From an optimization exercise on the open Yosys and OpenROAD flow, aimed at small area, a short achievable clock period and few clock cycles; shortcuts taken in it are not production practice.
The RTL was checked by simulation tests, not by an equivalence proof against the original design.
Power and IR drop assume default switching activity.

$ cat flow/config.mk
export PLATFORM = sky130hd
export DESIGN_NAME = dma_client_axis_sink
export DESIGN_NICKNAME = dma_client_axis_sink
export VERILOG_FILES = /design/flow/design.v
export SDC_FILE = /design/flow/constraint.sdc
export NUM_CORES = 8
export LEC_CHECK = 0
export CAP_MARGIN = 20
export CORE_MARGIN = 2
export CORE_UTILIZATION = 40
export SLEW_MARGIN = 20
$ cat flow/constraint.sdc
create_clock -name core_clock -period 6.0 [get_ports {clk}]
set_input_delay 1.2000 -clock core_clock [delete_from_list [all_inputs] [get_ports {clk}]]
set_output_delay 1.2000 -clock core_clock [all_outputs]
set_load 0.01 [all_outputs]
$ cat flow/design.v
`resetall
`timescale 1ns / 1ps
`default_nettype none
module dma_client_axis_sink #
(
    parameter RAM_ADDR_WIDTH = 16,
    parameter SEG_COUNT = 2,
    parameter SEG_DATA_WIDTH = 64,
    parameter SEG_BE_WIDTH = SEG_DATA_WIDTH/8,
    parameter SEG_ADDR_WIDTH = RAM_ADDR_WIDTH-$clog2(SEG_COUNT*SEG_BE_WIDTH),
    parameter AXIS_DATA_WIDTH = SEG_DATA_WIDTH*SEG_COUNT/2,
    parameter AXIS_KEEP_ENABLE = (AXIS_DATA_WIDTH>8),
    parameter AXIS_KEEP_WIDTH = (AXIS_DATA_WIDTH/8),
    parameter AXIS_LAST_ENABLE = 1,
    parameter AXIS_ID_ENABLE = 0,
    parameter AXIS_ID_WIDTH = 8,
    parameter AXIS_DEST_ENABLE = 0,
    parameter AXIS_DEST_WIDTH = 8,
    parameter AXIS_USER_ENABLE = 1,
    parameter AXIS_USER_WIDTH = 1,
    parameter LEN_WIDTH = 16,
    parameter TAG_WIDTH = 8
)
(
    input  wire                                 clk,
    input  wire                                 rst,
    input  wire [RAM_ADDR_WIDTH-1:0]            s_axis_write_desc_ram_addr,
    input  wire [LEN_WIDTH-1:0]                 s_axis_write_desc_len,
    input  wire [TAG_WIDTH-1:0]                 s_axis_write_desc_tag,
    input  wire                                 s_axis_write_desc_valid,
    output wire                                 s_axis_write_desc_ready,
    output wire [LEN_WIDTH-1:0]                 m_axis_write_desc_status_len,
    output wire [TAG_WIDTH-1:0]                 m_axis_write_desc_status_tag,
    output wire [AXIS_ID_WIDTH-1:0]             m_axis_write_desc_status_id,
    output wire [AXIS_DEST_WIDTH-1:0]           m_axis_write_desc_status_dest,
    output wire [AXIS_USER_WIDTH-1:0]           m_axis_write_desc_status_user,
    output wire [3:0]                           m_axis_write_desc_status_error,
    output wire                                 m_axis_write_desc_status_valid,
    input  wire [AXIS_DATA_WIDTH-1:0]           s_axis_write_data_tdata,
    input  wire [AXIS_KEEP_WIDTH-1:0]           s_axis_write_data_tkeep,
    input  wire                                 s_axis_write_data_tvalid,
    output wire                                 s_axis_write_data_tready,
    input  wire                                 s_axis_write_data_tlast,
    input  wire [AXIS_ID_WIDTH-1:0]             s_axis_write_data_tid,
    input  wire [AXIS_DEST_WIDTH-1:0]           s_axis_write_data_tdest,
    input  wire [AXIS_USER_WIDTH-1:0]           s_axis_write_data_tuser,
    output wire [SEG_COUNT*SEG_BE_WIDTH-1:0]    ram_wr_cmd_be,
    output wire [SEG_COUNT*SEG_ADDR_WIDTH-1:0]  ram_wr_cmd_addr,
    output wire [SEG_COUNT*SEG_DATA_WIDTH-1:0]  ram_wr_cmd_data,
    output wire [SEG_COUNT-1:0]                 ram_wr_cmd_valid,
    input  wire [SEG_COUNT-1:0]                 ram_wr_cmd_ready,
    input  wire [SEG_COUNT-1:0]                 ram_wr_done,
    input  wire                                 enable,
    input  wire                                 abort
);
parameter RAM_WORD_WIDTH = SEG_BE_WIDTH;
parameter RAM_WORD_SIZE = SEG_DATA_WIDTH/RAM_WORD_WIDTH;
parameter AXIS_KEEP_WIDTH_INT = AXIS_KEEP_ENABLE ? AXIS_KEEP_WIDTH : 1;
parameter AXIS_WORD_WIDTH = AXIS_KEEP_WIDTH_INT;
parameter AXIS_WORD_SIZE = AXIS_DATA_WIDTH/AXIS_WORD_WIDTH;
parameter PART_COUNT = SEG_COUNT*SEG_BE_WIDTH / AXIS_KEEP_WIDTH_INT;
parameter PART_COUNT_WIDTH = PART_COUNT > 1 ? $clog2(PART_COUNT) : 1;
parameter PART_OFFSET_WIDTH = AXIS_KEEP_WIDTH_INT > 1 ? $clog2(AXIS_KEEP_WIDTH_INT) : 1;
parameter PARTS_PER_SEG = (SEG_BE_WIDTH + AXIS_KEEP_WIDTH_INT - 1) / AXIS_KEEP_WIDTH_INT;
parameter SEGS_PER_PART = (AXIS_KEEP_WIDTH_INT + SEG_BE_WIDTH - 1) / SEG_BE_WIDTH;
parameter OFFSET_WIDTH = AXIS_KEEP_WIDTH_INT > 1 ? $clog2(AXIS_KEEP_WIDTH_INT) : 1;
parameter OFFSET_MASK = AXIS_KEEP_WIDTH_INT > 1 ? {OFFSET_WIDTH{1'b1}} : 0;
parameter ADDR_MASK = {RAM_ADDR_WIDTH{1'b1}} << $clog2(AXIS_KEEP_WIDTH_INT);
parameter CYCLE_COUNT_WIDTH = LEN_WIDTH - $clog2(AXIS_KEEP_WIDTH_INT) + 1;
parameter STATUS_FIFO_ADDR_WIDTH = 5;
parameter OUTPUT_FIFO_ADDR_WIDTH = 5;
initial begin
    if (RAM_WORD_SIZE * SEG_BE_WIDTH != SEG_DATA_WIDTH) begin
        $error("Error: RAM data width not evenly divisble (instance %m)");
        $finish;
    end
    if (AXIS_WORD_SIZE * AXIS_KEEP_WIDTH_INT != AXIS_DATA_WIDTH) begin
        $error("Error: AXI stream data width not evenly divisble (instance %m)");
        $finish;
    end
    if (RAM_WORD_SIZE != AXIS_WORD_SIZE) begin
        $error("Error: word size mismatch (instance %m)");
        $finish;
    end
    if (2**$clog2(RAM_WORD_WIDTH) != RAM_WORD_WIDTH) begin
        $error("Error: RAM word width must be even power of two (instance %m)");
        $finish;
    end
    if (RAM_ADDR_WIDTH != SEG_ADDR_WIDTH+$clog2(SEG_COUNT)+$clog2(SEG_BE_WIDTH)) begin
        $error("Error: RAM_ADDR_WIDTH does not match RAM configuration (instance %m)");
        $finish;
    end
    if (AXIS_DATA_WIDTH > SEG_COUNT*SEG_DATA_WIDTH) begin
        $error("Error: AXI stream interface width must not be wider than RAM interface width (instance %m)");
        $finish;
    end
    if (AXIS_DATA_WIDTH*2**$clog2(PART_COUNT) != SEG_COUNT*SEG_DATA_WIDTH) begin
        $error("Error: AXI stream interface width must be a power of two fraction of RAM interface width (instance %m)");
        $finish;
    end
end
localparam [1:0]
    STATE_IDLE = 2'd0,
    STATE_WRITE = 2'd1,
    STATE_DROP_DATA = 2'd2;
reg [1:0] state_reg, state_next;
integer i;
reg [OFFSET_WIDTH:0] cycle_size;
reg [RAM_ADDR_WIDTH-1:0] addr_reg, addr_next;
reg [AXIS_KEEP_WIDTH_INT-1:0] keep_mask_reg, keep_mask_next;
reg [OFFSET_WIDTH-1:0] last_cycle_offset_reg, last_cycle_offset_next;
reg [LEN_WIDTH-1:0] length_reg, length_next;
reg [CYCLE_COUNT_WIDTH-1:0] cycle_count_reg, cycle_count_next;
reg last_cycle_reg, last_cycle_next;
reg [TAG_WIDTH-1:0] tag_reg, tag_next;
reg [STATUS_FIFO_ADDR_WIDTH+1-1:0] status_fifo_wr_ptr_reg;
reg [STATUS_FIFO_ADDR_WIDTH+1-1:0] status_fifo_rd_ptr_reg, status_fifo_rd_ptr_next;
reg [LEN_WIDTH-1:0] status_fifo_len[(2**STATUS_FIFO_ADDR_WIDTH)-1:0];
reg [TAG_WIDTH-1:0] status_fifo_tag[(2**STATUS_FIFO_ADDR_WIDTH)-1:0];
reg [AXIS_ID_WIDTH-1:0] status_fifo_id[(2**STATUS_FIFO_ADDR_WIDTH)-1:0];
reg [AXIS_DEST_WIDTH-1:0] status_fifo_dest[(2**STATUS_FIFO_ADDR_WIDTH)-1:0];
reg [AXIS_USER_WIDTH-1:0] status_fifo_user[(2**STATUS_FIFO_ADDR_WIDTH)-1:0];
reg [SEG_COUNT-1:0] status_fifo_mask[(2**STATUS_FIFO_ADDR_WIDTH)-1:0];
reg status_fifo_last[(2**STATUS_FIFO_ADDR_WIDTH)-1:0];
reg [LEN_WIDTH-1:0] status_fifo_wr_len;
reg [TAG_WIDTH-1:0] status_fifo_wr_tag;
reg [AXIS_ID_WIDTH-1:0] status_fifo_wr_id;
reg [AXIS_DEST_WIDTH-1:0] status_fifo_wr_dest;
reg [AXIS_USER_WIDTH-1:0] status_fifo_wr_user;
reg [SEG_COUNT-1:0] status_fifo_wr_mask;
reg status_fifo_wr_last;
reg status_fifo_we;
reg status_fifo_half_full_reg;
reg [STATUS_FIFO_ADDR_WIDTH+1-1:0] active_count_reg;
reg active_count_av_reg;
reg inc_active;
reg dec_active;
reg s_axis_write_desc_ready_reg, s_axis_write_desc_ready_next;
reg [LEN_WIDTH-1:0] m_axis_write_desc_status_len_reg, m_axis_write_desc_status_len_next;
reg [TAG_WIDTH-1:0] m_axis_write_desc_status_tag_reg, m_axis_write_desc_status_tag_next;
reg [AXIS_ID_WIDTH-1:0] m_axis_write_desc_status_id_reg, m_axis_write_desc_status_id_next;
reg [AXIS_DEST_WIDTH-1:0] m_axis_write_desc_status_dest_reg, m_axis_write_desc_status_dest_next;
reg [AXIS_USER_WIDTH-1:0] m_axis_write_desc_status_user_reg, m_axis_write_desc_status_user_next;
reg m_axis_write_desc_status_valid_reg, m_axis_write_desc_status_valid_next;
reg s_axis_write_data_tready_reg, s_axis_write_data_tready_next;
reg  [SEG_COUNT*SEG_BE_WIDTH-1:0]   ram_wr_cmd_be_int;
reg  [SEG_COUNT*SEG_ADDR_WIDTH-1:0] ram_wr_cmd_addr_int;
reg  [SEG_COUNT*SEG_DATA_WIDTH-1:0] ram_wr_cmd_data_int;
reg  [SEG_COUNT-1:0]                ram_wr_cmd_valid_int;
wire [SEG_COUNT-1:0]                ram_wr_cmd_ready_int;
reg [SEG_COUNT-1:0] ram_wr_cmd_mask;
wire [SEG_COUNT-1:0] out_done;
reg [SEG_COUNT-1:0] out_done_ack;
assign s_axis_write_desc_ready = s_axis_write_desc_ready_reg;
assign m_axis_write_desc_status_len = m_axis_write_desc_status_len_reg;
assign m_axis_write_desc_status_tag = m_axis_write_desc_status_tag_reg;
assign m_axis_write_desc_status_id = m_axis_write_desc_status_id_reg;
assign m_axis_write_desc_status_dest = m_axis_write_desc_status_dest_reg;
assign m_axis_write_desc_status_user = m_axis_write_desc_status_user_reg;
assign m_axis_write_desc_status_error = 4'd0;
assign m_axis_write_desc_status_valid = m_axis_write_desc_status_valid_reg;
assign s_axis_write_data_tready = s_axis_write_data_tready_reg;
always @* begin
    state_next = STATE_IDLE;
    s_axis_write_desc_ready_next = 1'b0;
    m_axis_write_desc_status_len_next = m_axis_write_desc_status_len_reg;
    m_axis_write_desc_status_tag_next = m_axis_write_desc_status_tag_reg;
    m_axis_write_desc_status_id_next = m_axis_write_desc_status_id_reg;
    m_axis_write_desc_status_dest_next = m_axis_write_desc_status_dest_reg;
    m_axis_write_desc_status_user_next = m_axis_write_desc_status_user_reg;
    m_axis_write_desc_status_valid_next = 1'b0;
    s_axis_write_data_tready_next = 1'b0;
    if (PART_COUNT > 1) begin
        ram_wr_cmd_be_int = (s_axis_write_data_tkeep & keep_mask_reg) << (addr_reg & ({PART_COUNT_WIDTH{1'b1}} << PART_OFFSET_WIDTH));
    end else begin
        ram_wr_cmd_be_int = s_axis_write_data_tkeep & keep_mask_reg;
    end
    ram_wr_cmd_addr_int = {PART_COUNT{addr_reg[RAM_ADDR_WIDTH-1:RAM_ADDR_WIDTH-SEG_ADDR_WIDTH]}};
    ram_wr_cmd_data_int = {PART_COUNT{s_axis_write_data_tdata}};
    ram_wr_cmd_valid_int = {SEG_COUNT{1'b0}};
    for (i = 0; i < SEG_COUNT; i = i + 1) begin
        ram_wr_cmd_mask[i] = ram_wr_cmd_be_int[i*SEG_BE_WIDTH +: SEG_BE_WIDTH] != 0;
    end
    cycle_size = AXIS_KEEP_WIDTH_INT;
    addr_next = addr_reg;
    keep_mask_next = keep_mask_reg;
    last_cycle_offset_next = last_cycle_offset_reg;
    length_next = length_reg;
    cycle_count_next = cycle_count_reg;
    last_cycle_next = last_cycle_reg;
    tag_next = tag_reg;
    status_fifo_rd_ptr_next = status_fifo_rd_ptr_reg;
    status_fifo_wr_len = 0;
    status_fifo_wr_tag = tag_reg;
    status_fifo_wr_id = s_axis_write_data_tid;
    status_fifo_wr_dest = s_axis_write_data_tdest;
    status_fifo_wr_user = s_axis_write_data_tuser;
    status_fifo_wr_mask = ram_wr_cmd_mask;
    status_fifo_wr_last = 1'b0;
    status_fifo_we = 1'b0;
    inc_active = 1'b0;
    dec_active = 1'b0;
    out_done_ack = {SEG_COUNT{1'b0}};
    case (state_reg)
        STATE_IDLE: begin
            s_axis_write_desc_ready_next = enable && active_count_av_reg;
            addr_next = s_axis_write_desc_ram_addr & ADDR_MASK;
            last_cycle_offset_next = s_axis_write_desc_len & OFFSET_MASK;
            tag_next = s_axis_write_desc_tag;
            length_next = 0;
            cycle_count_next = (s_axis_write_desc_len - 1) >> $clog2(AXIS_KEEP_WIDTH_INT);
            last_cycle_next = cycle_count_next == 0;
            if (cycle_count_next == 0 && last_cycle_offset_next != 0) begin
                keep_mask_next = {AXIS_KEEP_WIDTH_INT{1'b1}} >> (AXIS_KEEP_WIDTH_INT - last_cycle_offset_next);
            end else begin
                keep_mask_next = {AXIS_KEEP_WIDTH_INT{1'b1}};
            end
            if (s_axis_write_desc_ready && s_axis_write_desc_valid) begin
                s_axis_write_desc_ready_next = 1'b0;
                s_axis_write_data_tready_next = &ram_wr_cmd_ready_int && !status_fifo_half_full_reg;
                inc_active = 1'b1;
                state_next = STATE_WRITE;
            end else begin
                state_next = STATE_IDLE;
            end
        end
        STATE_WRITE: begin
            s_axis_write_data_tready_next = &ram_wr_cmd_ready_int && !status_fifo_half_full_reg;
            if (s_axis_write_data_tready && s_axis_write_data_tvalid) begin
                addr_next = addr_reg + AXIS_KEEP_WIDTH_INT;
                length_next = length_reg + AXIS_KEEP_WIDTH_INT;
                cycle_count_next = cycle_count_reg - 1;
                last_cycle_next = cycle_count_next == 0;
                if (cycle_count_next == 0 && last_cycle_offset_reg != 0) begin
                    keep_mask_next = {AXIS_KEEP_WIDTH_INT{1'b1}} >> (AXIS_KEEP_WIDTH_INT - last_cycle_offset_reg);
                end else begin
                    keep_mask_next = {AXIS_KEEP_WIDTH_INT{1'b1}};
                end
                if (PART_COUNT > 1) begin
                    ram_wr_cmd_be_int = (s_axis_write_data_tkeep & keep_mask_reg) << (addr_reg & ({PART_COUNT_WIDTH{1'b1}} << PART_OFFSET_WIDTH));
                end else begin
                    ram_wr_cmd_be_int = s_axis_write_data_tkeep & keep_mask_reg;
                end
                ram_wr_cmd_addr_int = {SEG_COUNT{addr_reg[RAM_ADDR_WIDTH-1:RAM_ADDR_WIDTH-SEG_ADDR_WIDTH]}};
                ram_wr_cmd_data_int = {PART_COUNT{s_axis_write_data_tdata}};
                ram_wr_cmd_valid_int = ram_wr_cmd_mask;
                status_fifo_wr_len = length_next;
                status_fifo_wr_tag = tag_reg;
                status_fifo_wr_id = s_axis_write_data_tid;
                status_fifo_wr_dest = s_axis_write_data_tdest;
                status_fifo_wr_user = s_axis_write_data_tuser;
                status_fifo_wr_mask = ram_wr_cmd_mask;
                status_fifo_wr_last = 1'b0;
                status_fifo_we = 1'b1;
                if (AXIS_LAST_ENABLE && s_axis_write_data_tlast) begin
                    if (AXIS_KEEP_ENABLE) begin
                        cycle_size = AXIS_KEEP_WIDTH_INT;
                        for (i = AXIS_KEEP_WIDTH_INT-1; i >= 0; i = i - 1) begin
                            if (~(s_axis_write_data_tkeep & keep_mask_reg) & (1 << i)) begin
                                cycle_size = i;
                            end
                        end
                    end else begin
                        cycle_size = AXIS_KEEP_WIDTH_INT;
                    end
                    if (last_cycle_reg && last_cycle_offset_reg > 0) begin
                        if (AXIS_KEEP_ENABLE && !(s_axis_write_data_tkeep & keep_mask_reg & ~({AXIS_KEEP_WIDTH_INT{1'b1}} >> (AXIS_KEEP_WIDTH_INT - last_cycle_offset_reg)))) begin
                            length_next = length_reg + cycle_size;
                        end else begin
                            length_next = length_reg + last_cycle_offset_reg;
                        end
                    end else begin
                        if (AXIS_KEEP_ENABLE) begin
                            length_next = length_reg + cycle_size;
                        end
                    end
                    status_fifo_wr_len = length_next;
                    status_fifo_wr_tag = tag_reg;
                    status_fifo_wr_id = s_axis_write_data_tid;
                    status_fifo_wr_dest = s_axis_write_data_tdest;
                    status_fifo_wr_user = s_axis_write_data_tuser;
                    status_fifo_wr_mask = ram_wr_cmd_mask;
                    status_fifo_wr_last = 1'b1;
                    status_fifo_we = 1'b1;
                    s_axis_write_data_tready_next = 1'b0;
                    s_axis_write_desc_ready_next = enable && active_count_av_reg;
                    state_next = STATE_IDLE;
                end else if (last_cycle_reg) begin
                    if (last_cycle_offset_reg > 0) begin
                        length_next = length_reg + last_cycle_offset_reg;
                    end
                    status_fifo_wr_len = length_next;
                    status_fifo_wr_tag = tag_reg;
                    status_fifo_wr_id = s_axis_write_data_tid;
                    status_fifo_wr_dest = s_axis_write_data_tdest;
                    status_fifo_wr_user = s_axis_write_data_tuser;
                    status_fifo_wr_mask = ram_wr_cmd_mask;
                    status_fifo_wr_last = 1'b1;
                    status_fifo_we = 1'b1;
                    if (AXIS_LAST_ENABLE) begin
                        s_axis_write_data_tready_next = 1'b1;
                        state_next = STATE_DROP_DATA;
                    end else begin
                        s_axis_write_data_tready_next = 1'b0;
                        s_axis_write_desc_ready_next = enable && active_count_av_reg;
                        state_next = STATE_IDLE;
                    end
                end else begin
                    state_next = STATE_WRITE;
                end
            end else begin
                state_next = STATE_WRITE;
            end
        end
        STATE_DROP_DATA: begin
            s_axis_write_data_tready_next = 1'b1;
            if (s_axis_write_data_tready && s_axis_write_data_tvalid) begin
                if (s_axis_write_data_tlast) begin
                    s_axis_write_data_tready_next = 1'b0;
                    s_axis_write_desc_ready_next = enable && active_count_av_reg;
                    state_next = STATE_IDLE;
                end else begin
                    state_next = STATE_DROP_DATA;
                end
            end else begin
                state_next = STATE_DROP_DATA;
            end
        end
    endcase
    m_axis_write_desc_status_len_next = status_fifo_len[status_fifo_rd_ptr_reg[STATUS_FIFO_ADDR_WIDTH-1:0]];
    m_axis_write_desc_status_tag_next = status_fifo_tag[status_fifo_rd_ptr_reg[STATUS_FIFO_ADDR_WIDTH-1:0]];
    m_axis_write_desc_status_id_next = status_fifo_id[status_fifo_rd_ptr_reg[STATUS_FIFO_ADDR_WIDTH-1:0]];
    m_axis_write_desc_status_dest_next = status_fifo_dest[status_fifo_rd_ptr_reg[STATUS_FIFO_ADDR_WIDTH-1:0]];
    m_axis_write_desc_status_user_next = status_fifo_user[status_fifo_rd_ptr_reg[STATUS_FIFO_ADDR_WIDTH-1:0]];
    m_axis_write_desc_status_valid_next = 1'b0;
    if (status_fifo_rd_ptr_reg != status_fifo_wr_ptr_reg) begin
        if ((status_fifo_mask[status_fifo_rd_ptr_reg[STATUS_FIFO_ADDR_WIDTH-1:0]] & ~out_done) == 0) begin
            status_fifo_rd_ptr_next = status_fifo_rd_ptr_reg + 1;
            out_done_ack = status_fifo_mask[status_fifo_rd_ptr_reg[STATUS_FIFO_ADDR_WIDTH-1:0]];
            if (status_fifo_last[status_fifo_rd_ptr_reg[STATUS_FIFO_ADDR_WIDTH-1:0]]) begin
                m_axis_write_desc_status_valid_next = 1'b1;
                dec_active = 1'b1;
            end
        end
    end
end
always @(posedge clk) begin
    state_reg <= state_next;
    s_axis_write_desc_ready_reg <= s_axis_write_desc_ready_next;
    m_axis_write_desc_status_len_reg <= m_axis_write_desc_status_len_next;
    m_axis_write_desc_status_tag_reg <= m_axis_write_desc_status_tag_next;
    m_axis_write_desc_status_id_reg <= m_axis_write_desc_status_id_next;
    m_axis_write_desc_status_dest_reg <= m_axis_write_desc_status_dest_next;
    m_axis_write_desc_status_user_reg <= m_axis_write_desc_status_user_next;
    m_axis_write_desc_status_valid_reg <= m_axis_write_desc_status_valid_next;
    s_axis_write_data_tready_reg <= s_axis_write_data_tready_next;
    addr_reg <= addr_next;
    keep_mask_reg <= keep_mask_next;
    last_cycle_offset_reg <= last_cycle_offset_next;
    length_reg <= length_next;
    cycle_count_reg <= cycle_count_next;
    last_cycle_reg <= last_cycle_next;
    tag_reg <= tag_next;
    if (status_fifo_we) begin
        status_fifo_len[status_fifo_wr_ptr_reg[STATUS_FIFO_ADDR_WIDTH-1:0]] <= status_fifo_wr_len;
        status_fifo_tag[status_fifo_wr_ptr_reg[STATUS_FIFO_ADDR_WIDTH-1:0]] <= status_fifo_wr_tag;
        status_fifo_id[status_fifo_wr_ptr_reg[STATUS_FIFO_ADDR_WIDTH-1:0]] <= status_fifo_wr_id;
        status_fifo_dest[status_fifo_wr_ptr_reg[STATUS_FIFO_ADDR_WIDTH-1:0]] <= status_fifo_wr_dest;
        status_fifo_user[status_fifo_wr_ptr_reg[STATUS_FIFO_ADDR_WIDTH-1:0]] <= status_fifo_wr_user;
        status_fifo_mask[status_fifo_wr_ptr_reg[STATUS_FIFO_ADDR_WIDTH-1:0]] <= status_fifo_wr_mask;
        status_fifo_last[status_fifo_wr_ptr_reg[STATUS_FIFO_ADDR_WIDTH-1:0]] <= status_fifo_wr_last;
        status_fifo_wr_ptr_reg <= status_fifo_wr_ptr_reg + 1;
    end
    status_fifo_rd_ptr_reg <= status_fifo_rd_ptr_next;
    status_fifo_half_full_reg <= $unsigned(status_fifo_wr_ptr_reg - status_fifo_rd_ptr_reg) >= 2**(STATUS_FIFO_ADDR_WIDTH-1);
    if (active_count_reg < 2**STATUS_FIFO_ADDR_WIDTH && inc_active && !dec_active) begin
        active_count_reg <= active_count_reg + 1;
        active_count_av_reg <= active_count_reg < (2**STATUS_FIFO_ADDR_WIDTH-1);
    end else if (active_count_reg > 0 && !inc_active && dec_active) begin
        active_count_reg <= active_count_reg - 1;
        active_count_av_reg <= 1'b1;
    end else begin
        active_count_av_reg <= active_count_reg < 2**STATUS_FIFO_ADDR_WIDTH;
    end
    if (rst) begin
        state_reg <= STATE_IDLE;
        s_axis_write_desc_ready_reg <= 1'b0;
        m_axis_write_desc_status_valid_reg <= 1'b0;
        s_axis_write_data_tready_reg <= 1'b0;
        status_fifo_wr_ptr_reg <= 0;
        status_fifo_rd_ptr_reg <= 0;
        active_count_reg <= 0;
        active_count_av_reg <= 1'b1;
    end
end
generate
genvar n;
for (n = 0; n < SEG_COUNT; n = n + 1) begin
    reg [SEG_BE_WIDTH-1:0]   ram_wr_cmd_be_reg;
    reg [SEG_ADDR_WIDTH-1:0] ram_wr_cmd_addr_reg;
    reg [SEG_DATA_WIDTH-1:0] ram_wr_cmd_data_reg;
    reg                      ram_wr_cmd_valid_reg;
    reg [OUTPUT_FIFO_ADDR_WIDTH+1-1:0] out_fifo_wr_ptr_reg;
    reg [OUTPUT_FIFO_ADDR_WIDTH+1-1:0] out_fifo_rd_ptr_reg;
    reg out_fifo_half_full_reg;
    wire out_fifo_full = out_fifo_wr_ptr_reg == (out_fifo_rd_ptr_reg ^ {1'b1, {OUTPUT_FIFO_ADDR_WIDTH{1'b0}}});
    wire out_fifo_empty = out_fifo_wr_ptr_reg == out_fifo_rd_ptr_reg;
    (* ram_style = "distributed", ramstyle = "no_rw_check, mlab" *)
    reg [SEG_BE_WIDTH-1:0]   out_fifo_wr_cmd_be[2**OUTPUT_FIFO_ADDR_WIDTH-1:0];
    (* ram_style = "distributed", ramstyle = "no_rw_check, mlab" *)
    reg [SEG_ADDR_WIDTH-1:0] out_fifo_wr_cmd_addr[2**OUTPUT_FIFO_ADDR_WIDTH-1:0];
    (* ram_style = "distributed", ramstyle = "no_rw_check, mlab" *)
    reg [SEG_DATA_WIDTH-1:0] out_fifo_wr_cmd_data[2**OUTPUT_FIFO_ADDR_WIDTH-1:0];
    reg [OUTPUT_FIFO_ADDR_WIDTH+1-1:0] done_count_reg;
    reg done_reg;
    assign ram_wr_cmd_ready_int[n +: 1] = !out_fifo_half_full_reg;
    assign ram_wr_cmd_be[n*SEG_BE_WIDTH +: SEG_BE_WIDTH] = ram_wr_cmd_be_reg;
    assign ram_wr_cmd_addr[n*SEG_ADDR_WIDTH +: SEG_ADDR_WIDTH] = ram_wr_cmd_addr_reg;
    assign ram_wr_cmd_data[n*SEG_DATA_WIDTH +: SEG_DATA_WIDTH] = ram_wr_cmd_data_reg;
    assign ram_wr_cmd_valid[n +: 1] = ram_wr_cmd_valid_reg;
    assign out_done[n] = done_reg;
    always @(posedge clk) begin
        ram_wr_cmd_valid_reg <= ram_wr_cmd_valid_reg && !ram_wr_cmd_ready[n +: 1];
        out_fifo_half_full_reg <= $unsigned(out_fifo_wr_ptr_reg - out_fifo_rd_ptr_reg) >= 2**(OUTPUT_FIFO_ADDR_WIDTH-1);
        if (!out_fifo_full && ram_wr_cmd_valid_int[n +: 1]) begin
            out_fifo_wr_cmd_be[out_fifo_wr_ptr_reg[OUTPUT_FIFO_ADDR_WIDTH-1:0]] <= ram_wr_cmd_be_int[n*SEG_BE_WIDTH +: SEG_BE_WIDTH];
            out_fifo_wr_cmd_addr[out_fifo_wr_ptr_reg[OUTPUT_FIFO_ADDR_WIDTH-1:0]] <= ram_wr_cmd_addr_int[n*SEG_ADDR_WIDTH +: SEG_ADDR_WIDTH];
            out_fifo_wr_cmd_data[out_fifo_wr_ptr_reg[OUTPUT_FIFO_ADDR_WIDTH-1:0]] <= ram_wr_cmd_data_int[n*SEG_DATA_WIDTH +: SEG_DATA_WIDTH];
            out_fifo_wr_ptr_reg <= out_fifo_wr_ptr_reg + 1;
        end
        if (!out_fifo_empty && (!ram_wr_cmd_valid_reg || ram_wr_cmd_ready[n +: 1])) begin
            ram_wr_cmd_be_reg <= out_fifo_wr_cmd_be[out_fifo_rd_ptr_reg[OUTPUT_FIFO_ADDR_WIDTH-1:0]];
            ram_wr_cmd_addr_reg <= out_fifo_wr_cmd_addr[out_fifo_rd_ptr_reg[OUTPUT_FIFO_ADDR_WIDTH-1:0]];
            ram_wr_cmd_data_reg <= out_fifo_wr_cmd_data[out_fifo_rd_ptr_reg[OUTPUT_FIFO_ADDR_WIDTH-1:0]];
            ram_wr_cmd_valid_reg <= 1'b1;
            out_fifo_rd_ptr_reg <= out_fifo_rd_ptr_reg + 1;
        end
        if (done_count_reg < 2**OUTPUT_FIFO_ADDR_WIDTH && ram_wr_done[n] && !out_done_ack[n]) begin
            done_count_reg <= done_count_reg + 1;
            done_reg <= 1;
        end else if (done_count_reg > 0 && !ram_wr_done[n] && out_done_ack[n]) begin
            done_count_reg <= done_count_reg - 1;
            done_reg <= done_count_reg > 1;
        end
        if (rst) begin
            out_fifo_wr_ptr_reg <= 0;
            out_fifo_rd_ptr_reg <= 0;
            ram_wr_cmd_valid_reg <= 1'b0;
            done_count_reg <= 0;
            done_reg <= 1'b0;
        end
    end
end
endgenerate
endmodule
`resetall
$ cat flow/run.sh
#!/bin/bash
# synth_recipe.tcl (not shown) runs the flow's synth.tcl, then flattens the netlist and writes it again
# the make line also repeats each setting of config.mk as NAME=value (left out here)
make -C /OpenROAD-flow-scripts/flow DESIGN_CONFIG=/design/flow/config.mk WORK_HOME=/design/flow/orfs CLKGATE_MAP_FILE= SYNTH_SCRIPT=/design/flow/synth_recipe.tcl finish
==> impl_metrics.tcl <==
set metrics [dict create \
    status "timing/DRC/antenna clean" \
    synth_seq_area_share 0.785 \
    grt_usage 0.200 \
    cp_common_cell "a21oi_1" \
    clk_pin_slew_worst_paths_ns 0.06 \
    vias_per_cell 5.68 \
    post-route-period-util 0.782 \
    critPathMaxStageDelay_ns 0.74 \
    fmax_mhz 213 \
    nNetsFinal 12573 \
    synth_area_per_cell_um2 23.7 \
    grt_max_degree 151 \
    holdBufCountCts 0 \
    synth_seq_cells 7128 \
    synthCells 11425 \
    final_cells 21974 \
    rows 302 \
    gp_congestion 0.796 \
    area_growth_pct 15.5 \
    drive_above_1_share 0.291 \
    cts_root_buffer "clkbuf_16" \
    worstSetupEndpointType "flip-flop" \
    first_global_vias 126218 \
    total_leakage_power_nw 94.5 \
    grt_setup_unrepaired "no" \
    start_util 0.401 \
    vdd_drop_max_v 0.000349 \
    crit_buf_inv 1 \
    slew_violations 0 \
    synth-main-ff-cell "edfxtp_1" \
    htreeDepth 6 \
    vias 124755 \
    cp_cell_sequence "buf_4 > mux4_1 > mux2_2 > a221o_1 > o211a_1 > a21oi_1 > o21ai_2 > ha_1 > a21o_1 > a21oi_1 > nor2b_1 > o21ai_0 > nand2b_1 > o41ai_1 > a31oi_1" \
    cts_setup_buffers 0 \
    io_pins 358 \
    finalHoldViolCount 0 \
    clk_latency_ns 1.15 \
    critPathLaunchType "flip-flop" \
    wl_per_cell_um 31.7 \
    finalSetupViolCount 0 \
    critPathRequiredTime_ns 6.88 \
    antenna_found_initial 41 \
    yosysWarningCount 1 \
    largest_reg_flops 4096 \
    core_area_um2 676000 \
    hold_class "reg -> reg" \
    cap_violations 0 \
    cts_sinks 7128 \
    cts_tree "done" \
    fin_crit_ns 4.69 \
    fp.dieW_um 827 \
    port_buffers 349 \
    synth.distinct_cells 86 \
    skew_ns 0.116 \
    hpwl_um 380000 \
    power_density_nw_per_um2 333 \
    grt_pass1_wl_um 979000 \
    ant_nets 0 \
    cts_buffers 724 \
    die_h_um 827 \
    post-route-drc-count 0 \
    dieArea_um2 684000 \
    cts_resized 0 \
    critPathMaxFanout 21 \
    tightestPinTransition_ns 1.16 \
    synth_enable_flop_cells 7015 \
    placedCellCount 20604 \
    drt_wl_total_um 696000 \
    dr.pass1.iters 6 \
    overflow 0 \
    cpLargestDelayFamily "compound AO/OA/AOI/OAI gates" \
    async_flop_share 0 \
    relSlewSlack 0.222 \
    finalInstanceArea_um2 313000 \
    crit_type "reg -> reg" \
    arrival_ns 5.57 \
    netlist_area_um2 271000 \
    min_from "active_count_av_reg" \
    cts_buffer_depth 4 \
    slowest_stage "dfxtp_2" \
    drt_iter0_markers 15099 \
    place_area_um2 290000 \
]
cell usage after synthesis (11+ instances only):
cell type,count,area share
edfxtp_1,7015,0.78
mux4_2,2097,0.17
nand2_1,716,0.0099
clkbuf_1,357,0.0049
nor2_1,236,0.0033
buf_1,197,0.0027
dfxtp_1,113,0.0083
ha_1,66,0.0030
a21oi_1,62,0.0011
mux2i_1,55,0.0020
inv_1,44,0.00061
xnor2_1,44,0.0014
nand3_1,41,0.00076
xor2_1,38,0.0012
o21ai_0,36,0.00066
a22oi_1,26,0.00072
and3_1,25,0.00058
nor2b_1,21,0.00048
nand2b_1,18,0.00042
nor3_1,18,0.00033
nand4_1,17,0.00039
or3_1,12,0.00028
a21o_1,11,0.00030
tightest hold or removal path: stages, from the launching register on:
cell and delay [ns]:
dfxtp_1 0.29, nand2_1 0.06, nor4_1 0.04
routing by layer:
metal / share of wire / global-route usage
met5: 0.000091 / 0
met4: 0.021 / 0.0424
met3: 0.071 / 0.0319
met2: 0.49 / 0.331
met1: 0.41 / 0.282
report_power, final:
part	internal [mW]	total, mW	leakage (nW)	switching, mW
logic	1.96	4.63	19.3	2.67
clock network	24.7	44.1	11.3	19.4
registers	55.1	55.4	63.9	0.238
total	81.8	104	94.5	22.3
cells by family after synthesis:
kind of cell,Yosys count,synth area share
AOI/OAI and AO/OA,203,0.00499
xor gates and xnor gates,82,0.00265
adders and majority gates,69,0.00327
buffers and inverters,618,0.00878
DFF,7128,0.785
muxes,2161,0.177
other,1,0.0000138
and+or+nand+nor,1163,0.0182
layout by cell type, fill, tap and decap left out, types with 15 or more instances in the layout:
cell type	instances
mux2i_1	55
a21oi_1	61
clkinv_16	34
clkbuf_1	176
xnor2_1	44
clkinvlp_4	20
clkinv_2	122
xor2_1	38
diode_2	30
clkbuf_8	16
clkbuf_16	728
o21ai_0	34
and3_1	17
nand2_1	716
nand2b_1	18
nor3_1	15
a22oi_1	26
nor2_1	130
mux4_2	2097
nor2_4	103
nand4_1	17
nor2b_1	19
buf_12	177
dfxtp_1	98
clkinv_1	161
bufinv_16	46
nand3_1	41
inv_1	42
clkdlybuf4s50_1	278
edfxtp_1	7015
ha_1	65
buf_4	254
buf_2	69
per-stage QoR:
stage / setup WS, ns / setup TNS (ns) / utilization / total power [mW] / hold WS (ns)
3_3_place_gp: 0.600 / 0 / 0.429 / 61.1 / 0.438
6_report: 1.31 / 0 / 0.463 / 104 / 0.444
5_1_grt: 1.02 / 0 / 0.463 / 107 / 0.455
2_1_floorplan: -1.20 / -4974.18 / - / 58.9 / 0.401
3_5_place_dp: 0.678 / 0 / 0.429 / 61.2 / 0.438
4_1_cts: 1.32 / 0 / 0.463 / 105 / 0.416
path summary, 6_finish.rpt:
kind	slack [ns]	endpoint	depth (start not counted)
worst max-delay path	1.31	active_count_reg[5]	15
worst min-delay path	0.44	s_axis_write_desc_ready_reg	2
worst max register to register	1.31	active_count_reg[5]	15
worst min register to register	0.44	s_axis_write_desc_ready_reg	2
final cells by class:
cell class                      instances  area (um2)
Timing Repair Buffer                  780        8620
Tap cell                             8968       11200
Inverter                               48         215
Multi-Input combinational cell       3682       56600
Clock buffer                          920       19100
Clock inverter                        418        4240
Fill cell                           55230      363000
Sequential cell                      7128      213000
Antenna cell                           30        75.1
Testbench counts, summed over its fixed seeds: cycles 89,483.

[afterwards: timing with drivers on the ports]
Ports are ideal in the flow. The routed layout listed here was re-timed in OpenROAD.
Step 1 assumes that a clkbuf_16 drives the clock port and a buf_2 every other input.
Step 2 moves the port delays by t, midway between the first and last clock arrival at a register: inputs arrive t later, outputs are due t later. That takes back most of the time a late clock gives input paths.
a / b / c = ideal ports / drivers / drivers and shift; a / b = the first two.
t, ns: 1.217
setup slack, ns: 1.309 / 1.309 / 0.481
clock arrival spread, ns: 0.148 / 0.147
cell pins on the clock port's net: 1
After both steps setup and hold are still met in this run. The setup slack of this run moves by 0.000 ns with the drivers and by -0.828 ns with both steps.
